Background: an optimization exercise with open tools, aiming at small area. Do not read the settings as production practice. Function was not checked in any run shown here: the RTL went through the layout flow alone.

==> flow/design.v, too long to show whole: its modules and the start of the top module <==
// module mulNbit: 881 lines
// module ainv: 5 lines
// module ainvr: 5 lines
// module bxor: 5 lines
// module bxnor: 5 lines
// module btwon: 5 lines
// module bencn: 6 lines
// module bseln: 5 lines
// module fa: 6 lines
module mulNbit(a, b, clk, cin, rst, sum, cout);
  // ...
==> flow/flow/run.sh <==
#!/bin/bash
# The standard layout (standard.sh) with two changes:
#  - after the standard synthesis, every combinational cell is set to the
#    smallest drive strength of its family (flow/downsize.py); the resizer
#    in placement, CTS and routing upsizes what timing needs;
#  - the port buffers are the smallest buffer cell.
set -euo pipefail
ARGS=(BUFFER_PORTS_ARGS="-buffer_cell sky130_fd_sc_hd__buf_1")
R=orfs/results/sky130hd/mulNbit/base
bash standard.sh "${ARGS[@]}" synth > synth.log 2>&1
cp $R/1_2_yosys.v 1_2_yosys.standard.v
python3 flow/downsize.py "$FLOW_HOME/platforms/sky130hd/lib/sky130_fd_sc_hd__tt_025C_1v80.lib" $R/1_2_yosys.v > downsize.log 2>&1
rm -f $R/1_synth.odb $R/1_synth.sdc
bash standard.sh "${ARGS[@]}" finish > standard.log 2>&1
==> flow/flow/downsize.py <==
#!/usr/bin/env python3
"""Set every combinational cell of the synthesized netlist to the smallest
drive strength of its family (same function, same pins); the placement and
routing steps' resizer then upsizes whatever timing needs.
usage: downsize.py LIB NETLIST  (rewrites NETLIST in place)"""
import re
import sys
import collections

lib = open(sys.argv[1]).read()
cells = {}
for m in re.finditer(r'\n\s*cell\s*\(\s*"?(\w+)"?\s*\)\s*\{', lib):
    name = m.group(1)
    start = m.end()
    nxt = lib.find('\n    cell (', start)
    body = lib[start:nxt if nxt > 0 else len(lib)]
    am = re.search(r'area\s*:\s*([\d.]+)', body)
    pins = tuple(sorted(re.findall(r'pin\s*\(\s*"?(\w+)"?\s*\)', body)))
    ff = 'ff (' in body or 'ff(' in body or 'latch' in body
    cells[name] = (float(am.group(1)) if am else 0.0, pins, ff)
fam = collections.defaultdict(list)
for name, (area, pins, ff) in cells.items():
    m = re.match(r'(sky130_fd_sc_hd__\w+?)_(\d+)$', name)
    if m:
        fam[(m.group(1), pins)].append((area, int(m.group(2)), name))
best = {}
for (base, pins), lst in fam.items():
    lst.sort()
    for area, n, name in lst:
        best[name] = lst[0][2]
net = open(sys.argv[2]).read()
count = collections.Counter()


def rep(m):
    name = m.group(1)
    if name not in cells or cells[name][2]:
        return m.group(0)
    if name.startswith(('sky130_fd_sc_hd__clkbuf', 'sky130_fd_sc_hd__conb')):
        return m.group(0)
    b = best.get(name, name)
    if cells[b][0] >= cells[name][0]:
        b = name
    if b != name:
        count[(name, b)] += 1
    return m.group(0).replace(name, b, 1)


net = re.sub(r'^\s*(sky130_fd_sc_hd__\w+)\s', rep, net, flags=re.M)
open(sys.argv[2], 'w').write(net)
for (a, b), n in sorted(count.items()):
    print('%4d %s -> %s' % (n, a, b))
==> flow/standard.sh <==
#!/bin/bash
# synth_recipe.tcl (not shown) runs the flow's synth.tcl, then flattens the netlist and writes it again
# the make line also repeats each setting of config.mk as NAME=value (left out here)
make -C /OpenROAD-flow-scripts/flow DESIGN_CONFIG=/design/flow/config.mk WORK_HOME=/design/flow/orfs CLKGATE_MAP_FILE= SYNTH_SCRIPT=/design/flow/synth_recipe.tcl "${@:-finish}"
==> flow/config.mk <==
export PLATFORM = sky130hd
export DESIGN_NAME = mulNbit
export DESIGN_NICKNAME = mulNbit
export VERILOG_FILES = /design/flow/design.v
export SDC_FILE = /design/flow/constraint.sdc
export NUM_CORES = 4
export LEC_CHECK = 0
export CAP_MARGIN = 10
export CORE_MARGIN = 2
export CORE_UTILIZATION = 60
export CTS_BUF_LIST = sky130_fd_sc_hd__clkbuf_4 sky130_fd_sc_hd__clkbuf_8
export GPL_TIMING_DRIVEN = 0
export PLACE_DENSITY = 0.8
export SETUP_SLACK_MARGIN = 0.05
export SLEW_MARGIN = 10
export SYNTH_HIERARCHICAL = 1
export SYNTH_MINIMUM_KEEP_SIZE = 0
==> flow/constraint.sdc <==
create_clock -name core_clock -period 8.5 [get_ports {clk}]
set_input_delay 1.7000 -clock core_clock [delete_from_list [all_inputs] [get_ports {clk}]]
set_output_delay 1.7000 -clock core_clock [all_outputs]
set_load 0.01 [all_outputs]
==> metrics.yaml, run 1 <==
fin_crit_sh_pct: 97.5
hold_violations: 0
ctsResizeCount: 26
cpLargestDelayFamily: "adder cells"
final_cell_mix: "xor2_1, o22ai_1, fa_1"
cts_sinks: 33
syn_avg_cell_area_um2: 10.4
netlist_instances: 1069
diodes: 0
end_kind: "register"
drive_gt1_share_pct: 5.22
required_ns: 8.71
worstSetupEndpoint: "sum[25]"
grt_max_degree: 34
buffers: 111
start_util_pct: 61.5
cts_buffer_depth: 2
top_layer: "met4"
clock-root-buffer: "clkbuf_8"
cp_num_buf_inv: 2
multi_input_gates: 1002
layout.cells.non_filler: 1417
status: "no timing/DRC/antenna violations"
cap_violations: 0
path_clk_slew_ns: 0.08
dp.final_hpwl_um: 23200
fmax_mhz: 121
cts_buffers: 5
path_max_fanout: 30
die_h_um: 140
placed_cells_incl_taps: 1399
place_ws_ns: -1.02
via_count: 10100
inverters_excl_clock: 35
whs_ns: 2.16
min_path_type: "input port to register"
==> module bxor, before the edit <==
module bxor(a, b, y);   
	input a, b;
	output y;
	assign y = a ^ b;
endmodule
==> inputs of run 2 (changes only) <==
--- a/flow/design.v
+++ b/flow/design.v
@@ -1,15 +1,15 @@
 module mulNbit(a, b, clk, cin, rst, sum, cout);
 	parameter N = 32;
 	input [N-1:0] a, b;
 	input cin, clk, rst;
 	output reg [N-1:0] sum;
 	output reg cout;
-  wire neg1, neg2, neg3, neg4, neg5, neg6, neg7, neg8, neg9, neg10, neg11, neg12, neg13, neg14, neg15, neg16, an17, an18, an19, an20, an21, an22, an23, an24, an25, an26, an27, an28, an29, an30, an31, an32, an33, an34, an35, an36, an37, an38, an39, an40, an41, an42, an43, an44, an45, an46, an47, an48, onen49, twon50, onen51, twon52, t53, one54, onen55, twon56, t57, one58, onen59, twon60, t61, one62, onen63, twon64, t65, one66, onen67, twon68, t69, one70, onen71, twon72, t73, one74, onen75, twon76, t77, one78, onen79, twon80, t81, one82, onen83, twon84, t85, one86, onen87, twon88, t89, one90, onen91, twon92, t93, one94, onen95, twon96, t97, one98, onen99, twon100, t101, one102, onen103, twon104, t105, one106, onen107, twon108, t109, one110, pp111, pc112, pp113, pp114, pp115, pp116, pp117, pp118, pp119, pp120, pp121, pp122, pp123, pp124, pp125, pp126, pp127, pp128, pp129, pp130, pp131, pp132, pp133, pp134, pp135, pp136, pp137, pp138, pp139, pp140, pp141, pp142, pp143, pp144, pp145, pc146, pp147, pp148, pp149, pp150, pp151, pp152, pp153, pp154, pp155, pp156, pp157, pp158, pp159, pp160, pp161, pp162, pp163, pp164, pp165, pp166, pp167, pp168, pp169, pp170, pp171, pp172, pp173, pp174, pp175, pp176, pp177, pc178, pp179, pp180, pp181, pp182, pp183, pp184, pp185, pp186, pp187, pp188, pp189, pp190, pp191, pp192, pp193, pp194, pp195, pp196, pp197, pp198, pp199, pp200, pp201, pp202, pp203, pp204, pp205, pp206, pp207, pc208, pp209, pp210, pp211, pp212, pp213, pp214, pp215, pp216, pp217, pp218, pp219, pp220, pp221, pp222, pp223, pp224, pp225, pp226, pp227, pp228, pp229, pp230, pp231, pp232, pp233, pp234, pp235, pc236, pp237, pp238, pp239, pp240, pp241, pp242, pp243, pp244, pp245, pp246, pp247, pp248, pp249, pp250, pp251, pp252, pp253, pp254, pp255, pp256, pp257, pp258, pp259, pp260, pp261, pc262, pp263, pp264, pp265, pp266, pp267, pp268, pp269, pp270, pp271, pp272, pp273, pp274, pp275, pp276, pp277, pp278, pp279, pp280, pp281, pp282, pp283, pp284, pp285, pc286, pp287, pp288, pp289, pp290, pp291, pp292, pp293, pp294, pp295, pp296, pp297, pp298, pp299, pp300, pp301, pp302, pp303, pp304, pp305, pp306, pp307, pc308, pp309, pp310, pp311, pp312, pp313, pp314, pp315, pp316, pp317, pp318, pp319, pp320, pp321, pp322, pp323, pp324, pp325, pp326, pp327, pc328, pp329, pp330, pp331, pp332, pp333, pp334, pp335, pp336, pp337, pp338, pp339, pp340, pp341, pp342, pp343, pp344, pp345, pc346, pp347, pp348, pp349, pp350, pp351, pp352, pp353, pp354, pp355, pp356, pp357, pp358, pp359, pp360, pp361, pc362, pp363, pp364, pp365, pp366, pp367, pp368, pp369, pp370, pp371, pp372, pp373, pp374, pp375, pc376, pp377, pp378, pp379, pp380, pp381, pp382, pp383, pp384, pp385, pp386, pp387, pc388, pp389, pp390, pp391, pp392, pp393, pp394, pp395, pp396, pp397, pc398, pp399, pp400, pp401, pp402, pp403, pp404, pp405, pc406, pp407, pp408, pp409, pp410, pp411, pc412, pp413, pp414, pp415, s416, c417, s418, c419, s420, c421, s422, c423, s424, c425, s426, c427, s428, c429, s430, c431, s432, c433, s434, c435, s436, c437, s438, c439, s440, c441, s442, c443, s444, c445, s446, c447, s448, c449, s450, c451, s452, c453, s454, c455, s456, c457, s458, c459, s460, c461, s462, c463, s464, c465, s466, c467, s468, c469, s470, c471, s472, c473, s474, c475, s476, c477, s478, c479, s480, c481, s482, c483, s484, c485, s486, c487, s488, c489, s490, c491, s492, c493, s494, c495, s496, c497, s498, c499, s500, c501, s502, c503, s504, c505, s506, c507, s508, c509, s510, c511, s512, c513, s514, c515, s516, c517, s518, c519, s520, c521, s522, c523, s524, c525, s526, c527, s528, c529, s530, c531, s532, c533, s534, c535, s536, c537, s538, c539, s540, c541, s542, c543, s544, c545, s546, c547, s548, c549, s550, c551, s552, c553, s554, c555, s556, c557, s558, c559, s560, c561, s562, c563, s564, c565, s566, c567, s568, c569, s570, c571, s572, c573, s574, c575, s576, c577, s578, c579, s580, c581, s582, c583, s584, c585, s586, c587, s588, c589, s590, c591, s592, c593, s594, c595, s596, c597, s598, c599, s600, c601, s602, c603, s604, c605, s606, c607, s608, c609, s610, c611, s612, c613, s614, c615, s616, c617, s618, c619, s620, c621, s622, c623, s624, c625, s626, c627, s628, c629, s630, c631, s632, c633, s634, c635, s636, c637, s638, c639, s640, c641, s642, c643, s644, c645, s646, c647, s648, c649, s650, c651, s652, c653, s654, c655, s656, c657, s658, c659, s660, c661, s662, c663, s664, c665, s666, c667, s668, c669, s670, c671, s672, c673, s674, c675, s676, c677, s678, c679, s680, c681, s682, c683, s684, c685, s686, c687, s688, c689, s690, c691, s692, c693, s694, c695, s696, c697, s698, c699, s700, c701, s702, c703, s704, c705, s706, c707, s708, c709, s710, c711, s712, c713, s714, c715, s716, c717, s718, c719, s720, c721, s722, c723, s724, c725, s726, c727, s728, c729, s730, c731, s732, c733, s734, c735, s736, c737, s738, c739, s740, c741, s742, c743, s744, c745, s746, c747, s748, c749, s750, c751, s752, c753, s754, c755, s756, c757, s758, c759, s760, c761, s762, c763, s764, c765, s766, c767, s768, c769, s770, c771, s772, c773, s774, c775, s776, c777, s778, c779, s780, c781, s782, c783, s784, c785, s786, c787, s788, c789, s790, c791, s792, c793, s794, c795, s796, c797, s798, c799, s800, c801, s802, c803, s804, c805, s806, c807, s808, c809, s810, c811, s812, c813, s814, c815, s816, c817, s818, c819, s820, c821, s822, c823, s824, c825, s826, c827, s828, c829, s830, c831, s832, c833, s834, c835, s836, c837, s838, c839, s840, c841, s842, c843, s844, c845, s846, c847, s848, c849, s850, c851, s852, c853, s854, c855, s856, c857, s858, c859, s860, c861, s862, c863, s864, c865, s866, c867, s868, c869, s870, c871, s872, c873, s874, c875, s876, c877, s878, c879, s880, c881, x882, x883, x884, x885, x886, x887, x888, x889, x890, x891, x892, x893, x894, x895, x896, x897, x898, x899, x900, x901, x902, x903, x904, x905, x906, x907, x908, x909, x910, x911, x912, g913, p914, g915, p916, g917, p918, g919, p920, g921, p922, g923, p924, g925, p926, g927, p928, g929, p930, g931, p932, g933, p934, g935, p936, G937, P938, G939, P940, G941, P942, G943, P944, G945, P946, G947, P948, G949, P950, G951, P952, G953, P954, G955, P956, G957, P958, G959, P960, G961, P962, G963, P964, G965, P966, G967, P968, G969, P970, G971, P972, G973, P974, G975, P976, G977, P978, G979, P980, G981, P982, G983, P984, G985, P986, G987, P988, G989, P990, G991, P992, G993, P994, G995, P996, G997, P998, G999, P1000, G1001, P1002, G1003, P1004, G1005, P1006, G1007, P1008, G1009, P1010, G1011, P1012, G1013, P1014, G1015, P1016, G1017, P1018, G1019, P1020, G1021, P1022, G1023, P1024, G1025, P1026, G1027, P1028, G1029, P1030, G1031, P1032, G1033, P1034, G1035, P1036, G1037, P1038, G1039, P1040, sum1041, sum1042, sum1043, sum1044, sum1045, sum1046, sum1047, sum1048, sum1049, sum1050, sum1051, sum1052, sum1053, sum1054, sum1055, sum1056, sum1057, sum1058, sum1059, sum1060, sum1061, sum1062, sum1063, sum1064;
+  wire neg1, neg2, neg3, neg4, neg5, neg6, neg7, neg8, neg9, neg10, neg11, neg12, neg13, neg14, neg15, neg16, an17, an18, an19, an20, an21, an22, an23, an24, an25, an26, an27, an28, an29, an30, an31, an32, an33, an34, an35, an36, an37, an38, an39, an40, an41, an42, an43, an44, an45, an46, an47, an48, onen49, twon50, onen51, twon52, t53, one54, onen55, twon56, t57, one58, onen59, twon60, t61, one62, onen63, twon64, t65, one66, onen67, twon68, t69, one70, onen71, twon72, t73, one74, onen75, twon76, t77, one78, onen79, twon80, t81, one82, onen83, twon84, t85, one86, onen87, twon88, t89, one90, onen91, twon92, t93, one94, onen95, twon96, t97, one98, onen99, twon100, t101, one102, onen103, twon104, t105, one106, onen107, twon108, t109, one110, pp111, pc112, pp113, pp114, pp115, pp116, pp117, pp118, pp119, pp120, pp121, pp122, pp123, pp124, pp125, pp126, pp127, pp128, pp129, pp130, pp131, pp132, pp133, pp134, pp135, pp136, pp137, pp138, pp139, pp140, pp141, pp142, pp143, pp144, pp145, pc146, pp147, pp148, pp149, pp150, pp151, pp152, pp153, pp154, pp155, pp156, pp157, pp158, pp159, pp160, pp161, pp162, pp163, pp164, pp165, pp166, pp167, pp168, pp169, pp170, pp171, pp172, pp173, pp174, pp175, pp176, pp177, pc178, pp179, pp180, pp181, pp182, pp183, pp184, pp185, pp186, pp187, pp188, pp189, pp190, pp191, pp192, pp193, pp194, pp195, pp196, pp197, pp198, pp199, pp200, pp201, pp202, pp203, pp204, pp205, pp206, pp207, pc208, pp209, pp210, pp211, pp212, pp213, pp214, pp215, pp216, pp217, pp218, pp219, pp220, pp221, pp222, pp223, pp224, pp225, pp226, pp227, pp228, pp229, pp230, pp231, pp232, pp233, pp234, pp235, pc236, pp237, pp238, pp239, pp240, pp241, pp242, pp243, pp244, pp245, pp246, pp247, pp248, pp249, pp250, pp251, pp252, pp253, pp254, pp255, pp256, pp257, pp258, pp259, pp260, pp261, pc262, pp263, pp264, pp265, pp266, pp267, pp268, pp269, pp270, pp271, pp272, pp273, pp274, pp275, pp276, pp277, pp278, pp279, pp280, pp281, pp282, pp283, pp284, pp285, pc286, pp287, pp288, pp289, pp290, pp291, pp292, pp293, pp294, pp295, pp296, pp297, pp298, pp299, pp300, pp301, pp302, pp303, pp304, pp305, pp306, pp307, pc308, pp309, pp310, pp311, pp312, pp313, pp314, pp315, pp316, pp317, pp318, pp319, pp320, pp321, pp322, pp323, pp324, pp325, pp326, pp327, pc328, pp329, pp330, pp331, pp332, pp333, pp334, pp335, pp336, pp337, pp338, pp339, pp340, pp341, pp342, pp343, pp344, pp345, pc346, pp347, pp348, pp349, pp350, pp351, pp352, pp353, pp354, pp355, pp356, pp357, pp358, pp359, pp360, pp361, pc362, pp363, pp364, pp365, pp366, pp367, pp368, pp369, pp370, pp371, pp372, pp373, pp374, pp375, pc376, pp377, pp378, pp379, pp380, pp381, pp382, pp383, pp384, pp385, pp386, pp387, pc388, pp389, pp390, pp391, pp392, pp393, pp394, pp395, pp396, pp397, pc398, pp399, pp400, pp401, pp402, pp403, pp404, pp405, pc406, pp407, pp408, pp409, pp410, pp411, pc412, pp413, pp414, pp415, s416, c417, s418, c419, s420, c421, s422, c423, s424, c425, s426, c427, s428, c429, s430, c431, s432, c433, s434, c435, s436, c437, s438, c439, s440, c441, s442, c443, s444, c445, s446, c447, s448, c449, s450, c451, s452, c453, s454, c455, s456, c457, s458, c459, s460, c461, s462, c463, s464, c465, s466, c467, s468, c469, s470, c471, s472, c473, s474, c475, s476, c477, s478, c479, s480, c481, s482, c483, s484, c485, s486, c487, s488, c489, s490, c491, s492, c493, s494, c495, s496, c497, s498, c499, s500, c501, s502, c503, s504, c505, s506, c507, s508, c509, s510, c511, s512, c513, s514, c515, s516, c517, s518, c519, s520, c521, s522, c523, s524, c525, s526, c527, s528, c529, s530, c531, s532, c533, s534, c535, s536, c537, s538, c539, s540, c541, s542, c543, s544, c545, s546, c547, s548, c549, s550, c551, s552, c553, s554, c555, s556, c557, s558, c559, s560, c561, s562, c563, s564, c565, s566, c567, s568, c569, s570, c571, s572, c573, s574, c575, s576, c577, s578, c579, s580, c581, s582, c583, s584, c585, s586, c587, s588, c589, s590, c591, s592, c593, s594, c595, s596, c597, s598, c599, s600, c601, s602, c603, s604, c605, s606, c607, s608, c609, s610, c611, s612, c613, s614, c615, s616, c617, s618, c619, s620, c621, s622, c623, s624, c625, s626, c627, s628, c629, s630, c631, s632, c633, s634, c635, s636, c637, s638, c639, s640, c641, s642, c643, s644, c645, s646, c647, s648, c649, s650, c651, s652, c653, s654, c655, s656, c657, s658, c659, s660, c661, s662, c663, s664, c665, s666, c667, s668, c669, s670, c671, s672, c673, s674, c675, s676, c677, s678, c679, s680, c681, s682, c683, s684, c685, s686, c687, s688, c689, s690, c691, s692, c693, s694, c695, s696, c697, s698, c699, s700, c701, s702, c703, s704, c705, s706, c707, s708, c709, s710, c711, s712, c713, s714, c715, s716, c717, s718, c719, s720, c721, s722, c723, s724, c725, s726, c727, s728, c729, s730, c731, s732, c733, s734, c735, s736, c737, s738, c739, s740, c741, s742, c743, s744, c745, s746, c747, s748, c749, s750, c751, s752, c753, s754, c755, s756, c757, s758, c759, s760, c761, s762, c763, s764, c765, s766, c767, s768, c769, s770, c771, s772, c773, s774, c775, s776, c777, s778, c779, s780, c781, s782, c783, s784, c785, s786, c787, s788, c789, s790, c791, s792, c793, s794, c795, s796, c797, s798, c799, s800, c801, s802, c803, s804, c805, s806, c807, s808, c809, s810, c811, s812, c813, s814, c815, s816, c817, s818, c819, s820, c821, s822, c823, s824, c825, s826, c827, s828, c829, s830, c831, s832, c833, s834, c835, s836, c837, s838, c839, s840, c841, s842, c843, s844, c845, s846, c847, s848, c849, s850, c851, s852, c853, s854, c855, s856, c857, s858, c859, s860, c861, s862, c863, s864, c865, s866, c867, s868, c869, s870, c871, s872, c873, s874, c875, s876, c877, s878, c879, s880, c881, x882, x883, x884, x885, x886, x887, x888, x889, x890, x891, x892, x893, x894, x895, x896, x897, x898, x899, x900, x901, x902, x903, x904, x905, x906, x907, x908, x909, x910, x911, x912, g913, p914, g915, p916, g917, p918, g919, p920, g921, p922, g923, p924, g925, p926, g927, p928, g929, p930, g931, p932, g933, p934, g935, p936, G937, P938, G939, P940, G941, P942, G943, P944, G945, P946, G947, P948, G949, P950, G951, P952, G953, P954, G955, P956, G957, P958, G959, P960, G961, P962, G963, P964, G965, P966, G967, P968, G969, P970, G971, P972, G973, P974, G975, P976, G977, P978, G979, P980, G981, P982, G983, P984, G985, P986, G987, P988, G989, P990, G991, P992, G993, P994, G995, P996, G997, P998, G999, P1000, G1001, P1002, G1003, P1004, G1005, P1006, G1007, P1008, G1009, P1010, G1011, P1012, G1013, P1014, G1015, P1016, G1017, P1018, G1019, P1020, G1021, P1022, G1023, P1024, G1025, P1026, G1027, P1028, G1029, P1030, G1031, P1032, G1033, P1034, G1035, P1036, G1037, P1038, G1039, P1040, G1041, P1042, G1043, P1044, G1045, P1046, G1047, P1048, G1049, P1050, G1051, P1052, G1053, P1054, G1055, P1056, G1057, P1058, G1059, P1060, G1061, P1062, G1063, P1064, G1065, P1066, G1067, P1068, G1069, P1070, G1071, P1072, G1073, P1074, G1075, P1076, G1077, P1078, G1079, P1080, G1081, P1082, G1083, P1084, G1085, P1086, G1087, P1088, G1089, P1090, G1091, P1092, G1093, P1094, G1095, P1096, G1097, P1098, G1099, P1100, G1101, P1102, G1103, P1104, G1105, P1106, G1107, P1108, G1109, P1110, G1111, P1112, G1113, P1114, sum1115, sum1116, sum1117, sum1118, sum1119, sum1120, sum1121, sum1122, sum1123, sum1124, sum1125, sum1126, sum1127, sum1128, sum1129, sum1130, sum1131, sum1132, sum1133, sum1134, sum1135, sum1136, sum1137, sum1138;
   wire [32:0] prod;
   assign neg1 = b[1];
   assign neg2 = b[3];
   assign neg3 = b[5];
   assign neg4 = b[7];
   assign neg5 = b[9];
   assign neg6 = b[11];
   assign neg7 = b[13];
@@ -653,47 +653,47 @@
   fa u_fa221 (.x(c833), .y(s852), .z(s854), .s(s866), .c(c867));
   fa u_fa222 (.x(s856), .y(s858), .z(s860), .s(s868), .c(c869));
   fa u_fa223 (.x(c835), .y(c837), .z(c839), .s(s870), .c(c871));
   fa u_fa224 (.x(s862), .y(s864), .z(s866), .s(s872), .c(c873));
   fa u_fa225 (.x(s868), .y(c841), .z(c843), .s(s874), .c(c875));
   fa u_fa226 (.x(s870), .y(s872), .z(c845), .s(s876), .c(c877));
   fa u_fa227 (.x(c847), .y(s874), .z(s876), .s(s878), .c(c879));
   fa u_fa228 (.x(c849), .y(s878), .z(c851), .s(s880), .c(c881));
-  bxor u_x32_x882 (.a(pp415), .b(pp144), .y(x882));
-  bxor u_x32_x883 (.a(pp176), .b(pp206), .y(x883));
-  bxor u_x32_x884 (.a(pp234), .b(pp260), .y(x884));
-  bxor u_x32_x885 (.a(pp284), .b(pp306), .y(x885));
-  bxor u_x32_x886 (.a(pp326), .b(pp344), .y(x886));
-  bxor u_x32_x887 (.a(pp360), .b(pp374), .y(x887));
-  bxor u_x32_x888 (.a(pp386), .b(pp396), .y(x888));
-  bxor u_x32_x889 (.a(pp404), .b(pp410), .y(x889));
-  bxor u_x32_x890 (.a(pp414), .b(x882), .y(x890));
-  bxor u_x32_x891 (.a(x883), .b(x884), .y(x891));
-  bxor u_x32_x892 (.a(x885), .b(x886), .y(x892));
-  bxor u_x32_x893 (.a(x887), .b(x888), .y(x893));
-  bxor u_x32_x894 (.a(x889), .b(c853), .y(x894));
-  bxor u_x32_x895 (.a(c855), .b(c857), .y(x895));
-  bxor u_x32_x896 (.a(c859), .b(c861), .y(x896));
-  bxor u_x32_x897 (.a(x890), .b(x891), .y(x897));
-  bxor u_x32_x898 (.a(x892), .b(x893), .y(x898));
-  bxor u_x32_x899 (.a(x894), .b(x895), .y(x899));
-  bxor u_x32_x900 (.a(x896), .b(x897), .y(x900));
-  bxor u_x32_x901 (.a(x898), .b(c863), .y(x901));
-  bxor u_x32_x902 (.a(c865), .b(x899), .y(x902));
-  bxor u_x32_x903 (.a(c867), .b(c869), .y(x903));
-  bxor u_x32_x904 (.a(x900), .b(x901), .y(x904));
-  bxor u_x32_x905 (.a(x902), .b(x903), .y(x905));
-  bxor u_x32_x906 (.a(x904), .b(c871), .y(x906));
-  bxor u_x32_x907 (.a(x905), .b(c873), .y(x907));
-  bxor u_x32_x908 (.a(x906), .b(x907), .y(x908));
-  bxor u_x32_x909 (.a(c875), .b(x908), .y(x909));
-  bxor u_x32_x910 (.a(x909), .b(c877), .y(x910));
-  bxor u_x32_x911 (.a(x910), .b(c879), .y(x911));
-  bxor u_x32_x912 (.a(x911), .b(c881), .y(x912));
+  assign x882 = pp415 ^ pp144;
+  assign x883 = pp176 ^ pp206;
+  assign x884 = pp234 ^ pp260;
+  assign x885 = pp284 ^ pp306;
+  assign x886 = pp326 ^ pp344;
+  assign x887 = pp360 ^ pp374;
+  assign x888 = pp386 ^ pp396;
+  assign x889 = pp404 ^ pp410;
+  assign x890 = pp414 ^ x882;
+  assign x891 = x883 ^ x884;
+  assign x892 = x885 ^ x886;
+  assign x893 = x887 ^ x888;
+  assign x894 = x889 ^ c853;
+  assign x895 = c855 ^ c857;
+  assign x896 = c859 ^ c861;
+  assign x897 = x890 ^ x891;
+  assign x898 = x892 ^ x893;
+  assign x899 = x894 ^ x895;
+  assign x900 = x896 ^ x897;
+  assign x901 = x898 ^ c863;
+  assign x902 = c865 ^ x899;
+  assign x903 = c867 ^ c869;
+  assign x904 = x900 ^ x901;
+  assign x905 = x902 ^ x903;
+  assign x906 = x904 ^ c871;
+  assign x907 = x905 ^ c873;
+  assign x908 = x906 ^ x907;
+  assign x909 = c875 ^ x908;
+  assign x910 = x909 ^ c877;
+  assign x911 = x910 ^ c879;
+  assign x912 = x911 ^ c881;
   assign g913 = s462 & c455;
   assign p914 = s462 ^ c455;
   assign g915 = s470 & c463;
   assign p916 = s470 ^ c463;
   assign g917 = c481 & s490;
   assign p918 = c481 ^ s490;
   assign g919 = s514 & c503;
   assign p920 = s514 ^ c503;
@@ -710,191 +710,265 @@
   assign g931 = s742 & c719;
   assign p932 = s742 ^ c719;
   assign g933 = s794 & c769;
   assign p934 = s794 ^ c769;
   assign g935 = s850 & c823;
   assign p936 = s850 ^ c823;
   assign G937 = g913 | (p914 & 1'b0);
   assign P938 = p914 & s454;
-  assign G939 = 1'b0 | (s480 & g915);
-  assign P940 = s480 & p916;
-  assign G941 = 1'b0 | (s502 & g917);
-  assign P942 = s502 & p918;
-  assign G943 = 1'b0 | (s528 & g919);
-  assign P944 = s528 & p920;
-  assign G945 = 1'b0 | (s558 & g921);
-  assign P946 = s558 & p922;
-  assign G947 = 1'b0 | (s592 & g923);
-  assign P948 = s592 & p924;
-  assign G949 = 1'b0 | (s630 & g925);
-  assign P950 = s630 & p926;
-  assign G951 = 1'b0 | (s672 & g927);
-  assign P952 = s672 & p928;
-  assign G953 = 1'b0 | (s718 & g929);
-  assign P954 = s718 & p930;
-  assign G955 = 1'b0 | (s768 & g931);
-  assign P956 = s768 & p932;
-  assign G957 = 1'b0 | (s822 & g933);
-  assign P958 = s822 & p934;
-  assign G959 = 1'b0 | (s880 & g935);
-  assign P960 = s880 & p936;
-  assign G961 = g915 | (p916 & G937);
-  assign P962 = p916 & P938;
-  assign G963 = G939 | (P940 & G937);
-  assign P964 = P940 & P938;
-  assign G965 = g919 | (p920 & G941);
-  assign P966 = p920 & P942;
-  assign G967 = G943 | (P944 & G941);
-  assign P968 = P944 & P942;
-  assign G969 = g923 | (p924 & G945);
-  assign P970 = p924 & P946;
-  assign G971 = G947 | (P948 & G945);
-  assign P972 = P948 & P946;
-  assign G973 = g927 | (p928 & G949);
-  assign P974 = p928 & P950;
-  assign G975 = G951 | (P952 & G949);
-  assign P976 = P952 & P950;
-  assign G977 = g931 | (p932 & G953);
-  assign P978 = p932 & P954;
-  assign G979 = G955 | (P956 & G953);
-  assign P980 = P956 & P954;
-  assign G981 = g935 | (p936 & G957);
-  assign P982 = p936 & P958;
-  assign G983 = G959 | (P960 & G957);
-  assign P984 = P960 & P958;
-  assign G985 = g917 | (p918 & G963);
-  assign P986 = p918 & P964;
-  assign G987 = G941 | (P942 & G963);
-  assign P988 = P942 & P964;
-  assign G989 = G965 | (P966 & G963);
-  assign P990 = P966 & P964;
-  assign G991 = G967 | (P968 & G963);
-  assign P992 = P968 & P964;
-  assign G993 = g925 | (p926 & G971);
-  assign P994 = p926 & P972;
-  assign G995 = G949 | (P950 & G971);
-  assign P996 = P950 & P972;
-  assign G997 = G973 | (P974 & G971);
-  assign P998 = P974 & P972;
-  assign G999 = G975 | (P976 & G971);
-  assign P1000 = P976 & P972;
-  assign G1001 = g933 | (p934 & G979);
-  assign P1002 = p934 & P980;
-  assign G1003 = G957 | (P958 & G979);
-  assign P1004 = P958 & P980;
-  assign G1005 = G981 | (P982 & G979);
-  assign P1006 = P982 & P980;
-  assign G1007 = G983 | (P984 & G979);
-  assign P1008 = P984 & P980;
-  assign G1009 = g921 | (p922 & G991);
-  assign P1010 = p922 & P992;
-  assign G1011 = G945 | (P946 & G991);
-  assign P1012 = P946 & P992;
-  assign G1013 = G969 | (P970 & G991);
-  assign P1014 = P970 & P992;
-  assign G1015 = G971 | (P972 & G991);
-  assign P1016 = P972 & P992;
-  assign G1017 = G993 | (P994 & G991);
-  assign P1018 = P994 & P992;
-  assign G1019 = G995 | (P996 & G991);
-  assign P1020 = P996 & P992;
-  assign G1021 = G997 | (P998 & G991);
-  assign P1022 = P998 & P992;
-  assign G1023 = G999 | (P1000 & G991);
-  assign P1024 = P1000 & P992;
-  assign G1025 = g929 | (p930 & G1023);
-  assign P1026 = p930 & P1024;
-  assign G1027 = G953 | (P954 & G1023);
-  assign P1028 = P954 & P1024;
-  assign G1029 = G977 | (P978 & G1023);
-  assign P1030 = P978 & P1024;
-  assign G1031 = G979 | (P980 & G1023);
-  assign P1032 = P980 & P1024;
-  assign G1033 = G1001 | (P1002 & G1023);
-  assign P1034 = P1002 & P1024;
-  assign G1035 = G1003 | (P1004 & G1023);
-  assign P1036 = P1004 & P1024;
-  assign G1037 = G1005 | (P1006 & G1023);
-  assign P1038 = P1006 & P1024;
-  assign G1039 = G1007 | (P1008 & G1023);
-  assign P1040 = P1008 & P1024;
-  assign sum1041 = p914 ^ 1'b0;
-  assign sum1042 = p916 ^ G937;
-  assign sum1043 = s480 ^ G961;
-  assign sum1044 = p918 ^ G963;
-  assign sum1045 = s502 ^ G985;
-  assign sum1046 = p920 ^ G987;
-  assign sum1047 = s528 ^ G989;
-  assign sum1048 = p922 ^ G991;
-  assign sum1049 = s558 ^ G1009;
-  assign sum1050 = p924 ^ G1011;
-  assign sum1051 = s592 ^ G1013;
-  assign sum1052 = p926 ^ G1015;
-  assign sum1053 = s630 ^ G1017;
-  assign sum1054 = p928 ^ G1019;
-  assign sum1055 = s672 ^ G1021;
-  assign sum1056 = p930 ^ G1023;
-  assign sum1057 = s718 ^ G1025;
-  assign sum1058 = p932 ^ G1027;
-  assign sum1059 = s768 ^ G1029;
-  assign sum1060 = p934 ^ G1031;
-  assign sum1061 = s822 ^ G1033;
-  assign sum1062 = p936 ^ G1035;
-  assign sum1063 = s880 ^ G1037;
-  assign sum1064 = x912 ^ G1039;
+  assign G939 = g915 | (p916 & g913);
+  assign P940 = p916 & p914;
+  assign G941 = 1'b0 | (s480 & g915);
+  assign P942 = s480 & p916;
+  assign G943 = g917 | (p918 & 1'b0);
+  assign P944 = p918 & s480;
+  assign G945 = 1'b0 | (s502 & g917);
+  assign P946 = s502 & p918;
+  assign G947 = g919 | (p920 & 1'b0);
+  assign P948 = p920 & s502;
+  assign G949 = 1'b0 | (s528 & g919);
+  assign P950 = s528 & p920;
+  assign G951 = g921 | (p922 & 1'b0);
+  assign P952 = p922 & s528;
+  assign G953 = 1'b0 | (s558 & g921);
+  assign P954 = s558 & p922;
+  assign G955 = g923 | (p924 & 1'b0);
+  assign P956 = p924 & s558;
+  assign G957 = 1'b0 | (s592 & g923);
+  assign P958 = s592 & p924;
+  assign G959 = g925 | (p926 & 1'b0);
+  assign P960 = p926 & s592;
+  assign G961 = 1'b0 | (s630 & g925);
+  assign P962 = s630 & p926;
+  assign G963 = g927 | (p928 & 1'b0);
+  assign P964 = p928 & s630;
+  assign G965 = 1'b0 | (s672 & g927);
+  assign P966 = s672 & p928;
+  assign G967 = g929 | (p930 & 1'b0);
+  assign P968 = p930 & s672;
+  assign G969 = 1'b0 | (s718 & g929);
+  assign P970 = s718 & p930;
+  assign G971 = g931 | (p932 & 1'b0);
+  assign P972 = p932 & s718;
+  assign G973 = 1'b0 | (s768 & g931);
+  assign P974 = s768 & p932;
+  assign G975 = g933 | (p934 & 1'b0);
+  assign P976 = p934 & s768;
+  assign G977 = 1'b0 | (s822 & g933);
+  assign P978 = s822 & p934;
+  assign G979 = g935 | (p936 & 1'b0);
+  assign P980 = p936 & s822;
+  assign G981 = 1'b0 | (s880 & g935);
+  assign P982 = s880 & p936;
+  assign G983 = G939 | (P940 & 1'b0);
+  assign P984 = P940 & s454;
+  assign G985 = G941 | (P942 & G937);
+  assign P986 = P942 & P938;
+  assign G987 = G943 | (P944 & G939);
+  assign P988 = P944 & P940;
+  assign G989 = G945 | (P946 & G941);
+  assign P990 = P946 & P942;
+  assign G991 = G947 | (P948 & G943);
+  assign P992 = P948 & P944;
+  assign G993 = G949 | (P950 & G945);
+  assign P994 = P950 & P946;
+  assign G995 = G951 | (P952 & G947);
+  assign P996 = P952 & P948;
+  assign G997 = G953 | (P954 & G949);
+  assign P998 = P954 & P950;
+  assign G999 = G955 | (P956 & G951);
+  assign P1000 = P956 & P952;
+  assign G1001 = G957 | (P958 & G953);
+  assign P1002 = P958 & P954;
+  assign G1003 = G959 | (P960 & G955);
+  assign P1004 = P960 & P956;
+  assign G1005 = G961 | (P962 & G957);
+  assign P1006 = P962 & P958;
+  assign G1007 = G963 | (P964 & G959);
+  assign P1008 = P964 & P960;
+  assign G1009 = G965 | (P966 & G961);
+  assign P1010 = P966 & P962;
+  assign G1011 = G967 | (P968 & G963);
+  assign P1012 = P968 & P964;
+  assign G1013 = G969 | (P970 & G965);
+  assign P1014 = P970 & P966;
+  assign G1015 = G971 | (P972 & G967);
+  assign P1016 = P972 & P968;
+  assign G1017 = G973 | (P974 & G969);
+  assign P1018 = P974 & P970;
+  assign G1019 = G975 | (P976 & G971);
+  assign P1020 = P976 & P972;
+  assign G1021 = G977 | (P978 & G973);
+  assign P1022 = P978 & P974;
+  assign G1023 = G979 | (P980 & G975);
+  assign P1024 = P980 & P976;
+  assign G1025 = G981 | (P982 & G977);
+  assign P1026 = P982 & P978;
+  assign G1027 = G987 | (P988 & 1'b0);
+  assign P1028 = P988 & s454;
+  assign G1029 = G989 | (P990 & G937);
+  assign P1030 = P990 & P938;
+  assign G1031 = G991 | (P992 & G983);
+  assign P1032 = P992 & P984;
+  assign G1033 = G993 | (P994 & G985);
+  assign P1034 = P994 & P986;
+  assign G1035 = G995 | (P996 & G987);
+  assign P1036 = P996 & P988;
+  assign G1037 = G997 | (P998 & G989);
+  assign P1038 = P998 & P990;
+  assign G1039 = G999 | (P1000 & G991);
+  assign P1040 = P1000 & P992;
+  assign G1041 = G1001 | (P1002 & G993);
+  assign P1042 = P1002 & P994;
+  assign G1043 = G1003 | (P1004 & G995);
+  assign P1044 = P1004 & P996;
+  assign G1045 = G1005 | (P1006 & G997);
+  assign P1046 = P1006 & P998;
+  assign G1047 = G1007 | (P1008 & G999);
+  assign P1048 = P1008 & P1000;
+  assign G1049 = G1009 | (P1010 & G1001);
+  assign P1050 = P1010 & P1002;
+  assign G1051 = G1011 | (P1012 & G1003);
+  assign P1052 = P1012 & P1004;
+  assign G1053 = G1013 | (P1014 & G1005);
+  assign P1054 = P1014 & P1006;
+  assign G1055 = G1015 | (P1016 & G1007);
+  assign P1056 = P1016 & P1008;
+  assign G1057 = G1017 | (P1018 & G1009);
+  assign P1058 = P1018 & P1010;
+  assign G1059 = G1019 | (P1020 & G1011);
+  assign P1060 = P1020 & P1012;
+  assign G1061 = G1021 | (P1022 & G1013);
+  assign P1062 = P1022 & P1014;
+  assign G1063 = G1023 | (P1024 & G1015);
+  assign P1064 = P1024 & P1016;
+  assign G1065 = G1025 | (P1026 & G1017);
+  assign P1066 = P1026 & P1018;
+  assign G1067 = G1035 | (P1036 & 1'b0);
+  assign P1068 = P1036 & s454;
+  assign G1069 = G1037 | (P1038 & G937);
+  assign P1070 = P1038 & P938;
+  assign G1071 = G1039 | (P1040 & G983);
+  assign P1072 = P1040 & P984;
+  assign G1073 = G1041 | (P1042 & G985);
+  assign P1074 = P1042 & P986;
+  assign G1075 = G1043 | (P1044 & G1027);
+  assign P1076 = P1044 & P1028;
+  assign G1077 = G1045 | (P1046 & G1029);
+  assign P1078 = P1046 & P1030;
+  assign G1079 = G1047 | (P1048 & G1031);
+  assign P1080 = P1048 & P1032;
+  assign G1081 = G1049 | (P1050 & G1033);
+  assign P1082 = P1050 & P1034;
+  assign G1083 = G1051 | (P1052 & G1035);
+  assign P1084 = P1052 & P1036;
+  assign G1085 = G1053 | (P1054 & G1037);
+  assign P1086 = P1054 & P1038;
+  assign G1087 = G1055 | (P1056 & G1039);
+  assign P1088 = P1056 & P1040;
+  assign G1089 = G1057 | (P1058 & G1041);
+  assign P1090 = P1058 & P1042;
+  assign G1091 = G1059 | (P1060 & G1043);
+  assign P1092 = P1060 & P1044;
+  assign G1093 = G1061 | (P1062 & G1045);
+  assign P1094 = P1062 & P1046;
+  assign G1095 = G1063 | (P1064 & G1047);
+  assign P1096 = P1064 & P1048;
+  assign G1097 = G1065 | (P1066 & G1049);
+  assign P1098 = P1066 & P1050;
+  assign G1099 = G1083 | (P1084 & 1'b0);
+  assign P1100 = P1084 & s454;
+  assign G1101 = G1085 | (P1086 & G937);
+  assign P1102 = P1086 & P938;
+  assign G1103 = G1087 | (P1088 & G983);
+  assign P1104 = P1088 & P984;
+  assign G1105 = G1089 | (P1090 & G985);
+  assign P1106 = P1090 & P986;
+  assign G1107 = G1091 | (P1092 & G1027);
+  assign P1108 = P1092 & P1028;
+  assign G1109 = G1093 | (P1094 & G1029);
+  assign P1110 = P1094 & P1030;
+  assign G1111 = G1095 | (P1096 & G1031);
+  assign P1112 = P1096 & P1032;
+  assign G1113 = G1097 | (P1098 & G1033);
+  assign P1114 = P1098 & P1034;
+  assign sum1115 = p914 ^ 1'b0;
+  assign sum1116 = p916 ^ G937;
+  assign sum1117 = s480 ^ G983;
+  assign sum1118 = p918 ^ G985;
+  assign sum1119 = s502 ^ G1027;
+  assign sum1120 = p920 ^ G1029;
+  assign sum1121 = s528 ^ G1031;
+  assign sum1122 = p922 ^ G1033;
+  assign sum1123 = s558 ^ G1067;
+  assign sum1124 = p924 ^ G1069;
+  assign sum1125 = s592 ^ G1071;
+  assign sum1126 = p926 ^ G1073;
+  assign sum1127 = s630 ^ G1075;
+  assign sum1128 = p928 ^ G1077;
+  assign sum1129 = s672 ^ G1079;
+  assign sum1130 = p930 ^ G1081;
+  assign sum1131 = s718 ^ G1099;
+  assign sum1132 = p932 ^ G1101;
+  assign sum1133 = s768 ^ G1103;
+  assign sum1134 = p934 ^ G1105;
+  assign sum1135 = s822 ^ G1107;
+  assign sum1136 = p936 ^ G1109;
+  assign sum1137 = s880 ^ G1111;
+  assign sum1138 = x912 ^ G1113;
   assign prod[0] = pp111;
   assign prod[1] = s416;
   assign prod[2] = s418;
   assign prod[3] = s422;
   assign prod[4] = s426;
   assign prod[5] = s432;
   assign prod[6] = s438;
   assign prod[7] = s446;
   assign prod[8] = s454;
-  assign prod[9] = sum1041;
-  assign prod[10] = sum1042;
-  assign prod[11] = sum1043;
-  assign prod[12] = sum1044;
-  assign prod[13] = sum1045;
-  assign prod[14] = sum1046;
-  assign prod[15] = sum1047;
-  assign prod[16] = sum1048;
-  assign prod[17] = sum1049;
-  assign prod[18] = sum1050;
-  assign prod[19] = sum1051;
-  assign prod[20] = sum1052;
-  assign prod[21] = sum1053;
-  assign prod[22] = sum1054;
-  assign prod[23] = sum1055;
-  assign prod[24] = sum1056;
-  assign prod[25] = sum1057;
-  assign prod[26] = sum1058;
-  assign prod[27] = sum1059;
-  assign prod[28] = sum1060;
-  assign prod[29] = sum1061;
-  assign prod[30] = sum1062;
-  assign prod[31] = sum1063;
-  assign prod[32] = sum1064;
+  assign prod[9] = sum1115;
+  assign prod[10] = sum1116;
+  assign prod[11] = sum1117;
+  assign prod[12] = sum1118;
+  assign prod[13] = sum1119;
+  assign prod[14] = sum1120;
+  assign prod[15] = sum1121;
+  assign prod[16] = sum1122;
+  assign prod[17] = sum1123;
+  assign prod[18] = sum1124;
+  assign prod[19] = sum1125;
+  assign prod[20] = sum1126;
+  assign prod[21] = sum1127;
+  assign prod[22] = sum1128;
+  assign prod[23] = sum1129;
+  assign prod[24] = sum1130;
+  assign prod[25] = sum1131;
+  assign prod[26] = sum1132;
+  assign prod[27] = sum1133;
+  assign prod[28] = sum1134;
+  assign prod[29] = sum1135;
+  assign prod[30] = sum1136;
+  assign prod[31] = sum1137;
+  assign prod[32] = sum1138;
 	always @ (posedge clk)
 	begin
 		{cout, sum} <= prod;
 	end
 endmodule
 module ainv(x, y);
 	input x;
 	output y;
 	assign y = ~x;
 endmodule
 module ainvr(x, r, y);
 	input x, r;
 	output y;
 	assign y = ~(x & r);
 endmodule
-module bxor(a, b, y);   
+module bxor(a, b, y);
 	input a, b;
 	output y;
 	assign y = a ^ b;
 endmodule
 module bxnor(a, b, y);
 	input a, b;
 	output y;
 	assign y = ~(a ^ b);
--- a/flow/config.mk
+++ b/flow/config.mk
@@ -5,13 +5,13 @@
 export SDC_FILE = /design/flow/constraint.sdc
 export NUM_CORES = 4
 export LEC_CHECK = 0
 export CAP_MARGIN = 10
 export CORE_MARGIN = 2
 export CORE_UTILIZATION = 60
 export CTS_BUF_LIST = sky130_fd_sc_hd__clkbuf_4 sky130_fd_sc_hd__clkbuf_8
 export GPL_TIMING_DRIVEN = 0
-export PLACE_DENSITY = 0.8
+export PLACE_DENSITY = 0.75
 export SETUP_SLACK_MARGIN = 0.05
 export SLEW_MARGIN = 10
 export SYNTH_HIERARCHICAL = 1
 export SYNTH_MINIMUM_KEEP_SIZE = 0
==> metrics.yaml, run 2 <==
largest_reg_flops: 32
crit_top_cell: "fa_1"
setup_viol: 0
dp.final_hpwl_um: 23500  # +1.3%
std_cell_rows: 49
drt_first_pass_iters: 5
yosys_warnings: 7
drc: 0
fin_util_pct: 67.4
end_kind: "register"
crit_path_cell_trace: "clkbuf_4 > xor2_1 > clkinvlp_2 > o22ai_1 > xor2_1 > fa_1 > fa_1 > fa_1 > fa_1 > fa_1 > fa_1 > fa_1 > xnor2_1 > xnor2_1 > xnor2_1 > xnor3_1 > xnor2_1 > xnor2_1"
synthesis.nets: 1381
die_h_um: 140  # unchanged
diodes: 0  # unchanged
io_buffer_count: 98
boundaryPins: 100
htreeDepth: 2
area_growth_pct: 9.58
start_util_pct: 61.5  # unchanged
cp_num_buf_inv: 2  # unchanged
critPathMaxStageDelay_ns: 0.71
fin_crit_sh_pct: 98.1  # +0.60 points
drive_gt1_share_pct: 4.89  # -0.32 points
cts_sinks: 33  # unchanged
cpLargestDelayFamily: "adder cells"
crit_type: "input port to register"
die_x_um: 140
cts_buffers: 5  # unchanged
cts_buffer_depth: 2  # unchanged
min_path_type: "input port to register"
fin_crit_ns: 8.34
crit_path_start_kind: "input port"
drt-wirelength-per-cell_um: 24.3
grt_setup_unrepaired: "false"
cap_violations: 0  # unchanged
wl_met2_um: 15800
required_ns: 8.74  # +0.03 ns
grt_max_degree: 34  # unchanged
core_area_mm2: 0.0180
grt_util_all_layers_pct: 35.0
path_clk_slew_ns: 0.07  # about the same
vias_per_cell: 6.91
layout_commonest_cell: "xor2_1"
syn_avg_cell_area_um2: 10.4  # about the same
hold_violations: 0  # unchanged
status: "no timing/DRC/antenna violations"
antenna_found_initial: 0
hold_buffers: 0
via_count: 9769  # -3.5%
path_max_fanout: 27  # -10%
worstPathArrival_ns: 8.58
cts_tree: "done"
die_area_mm2: 0.0196
fmax_mhz: 120  # -0.61%
syn_area_mm2: 0.0111
overflow: 0
maxSlewViolCount: 0
fin_nets: 1497
final_cell_mix: "xor2_1, o22ai_1, fa_1"
met3WireLength_um: 3610
top_layer: "met4"
grt_pass1_vias: 9685
netlist_instances: 1068  # -0.094%
relSlewSlack_pct: 28.9
place_congestion: 0.947
clock-root-buffer: "clkbuf_8"
cp_slowest_cell: "clkinvlp_2"
postRouteAntennaNets: 0
drt-initial-drc-count: 1295
worstMarginPinSlew_ns: 1.07
wl_met1_um: 13100
grt_pass1_wl_um: 53800
drt-total-wl_um: 34400
## run 2: cell types whose count changed in the layout (fill, tap and decap cells not counted), moves of 4 or more
cell     change
nand2_1      +7
inv_1       -11
buf_4        -4
nand2_4      -6
xor2_1      -23
xnor2_1     +28
## run 2: what timing repair did
action,4_1_cts,5_1_grt
gates cloned,0,3
resized for setup,15,25
buffers inserted,0,4
setup endpoints to repair,11,8
## run 2: cell type report
cell class                 instances  area [µm²]
sequential                        33         661
clock inverter                     1        30.0
timing repair buffer             106         518
fill                            1470        5870
clock buffer                       7        90.1
buffer                             2        8.76
timing repair inverter             3        17.5
tap                              229         287
inverter                          20        90.1
multi-input combinational       1013       10500
## run 2: path summary, 6_finish.rpt
| path | endpoint | cells past startpoint | start | slack (ns) |
|---|---|---|---|---|
| worst max-delay path | cout | 18 | b[9] | 0.16 |
| worst min-delay path | sum[1] | 3 | b[1] | 2.07 |
## run 2: routing by layer
metal | GRT usage, % | vias to the layer above
li1 | - | 4086
met1 | 48.7 | 4837
met2 | 53.4 | 692
met3 | 6.67 | 154
met4 | 16.5 | 0
met5 | 0 | -
## run 2: per-stage QoR
| stage | cells | area, µm² | hold slack, ns | setup WS, ns | setup TNS (ns) |
|---|---|---|---|---|---|
| 5_1_grt | 1414 | 12200 | 2.11 | 0.0544 | 0 |
| 6_report | 1414 | 12200 | 2.07 | 0.164 | 0 |
| 3_5_place_dp | 1399 | 11900 | 2.08 | -0.898 | -6.22 |
| 2_1_floorplan | 1068 | 11100 | 1.95 | 0.691 | 0 |
| 3_3_place_gp | 1395 | 11700 | 2.09 | -2.19 | -30.13 |
| 4_1_cts | 1407 | 12000 | 2.08 | 0.0611 | 0 |

==> afterwards: timing with drivers on the ports <==
In the flow no input, the clock included, has a driving cell. The finished layouts below were timed again as built, in two steps. Step 1 (the two cells are an assumption about what drives the block):
set clk [get_ports {clk}]
set_driving_cell -lib_cell sky130_fd_sc_hd__clkbuf_16 $clk
set_driving_cell -lib_cell sky130_fd_sc_hd__buf_2 [delete_from_list [all_inputs] $clk]
Step 2, shift: input delay + t, output delay - t, t = (earliest + latest rising clock arrival at the registers) / 2. This alone moves slack from input paths to output paths. Slacks: no drivers / after step 1 / after step 2; pairs: no drivers / after step 1.
run | t, ns | setup WS [ns] | worst hold slack (ns)
run 1 | 0.356 | 0.215 / 0.235 / -0.122 | 2.162 / 2.138 / 2.110
run 2 | 0.354 | 0.164 / 0.170 / -0.184 | 2.073 / 2.062 / 2.104
Met with ideal ports but missed after step 2: setup timing in run 1 and run 2. The setup slack of run 2, which loses most, moves by +0.006 ns with the drivers and by -0.348 ns with both steps.
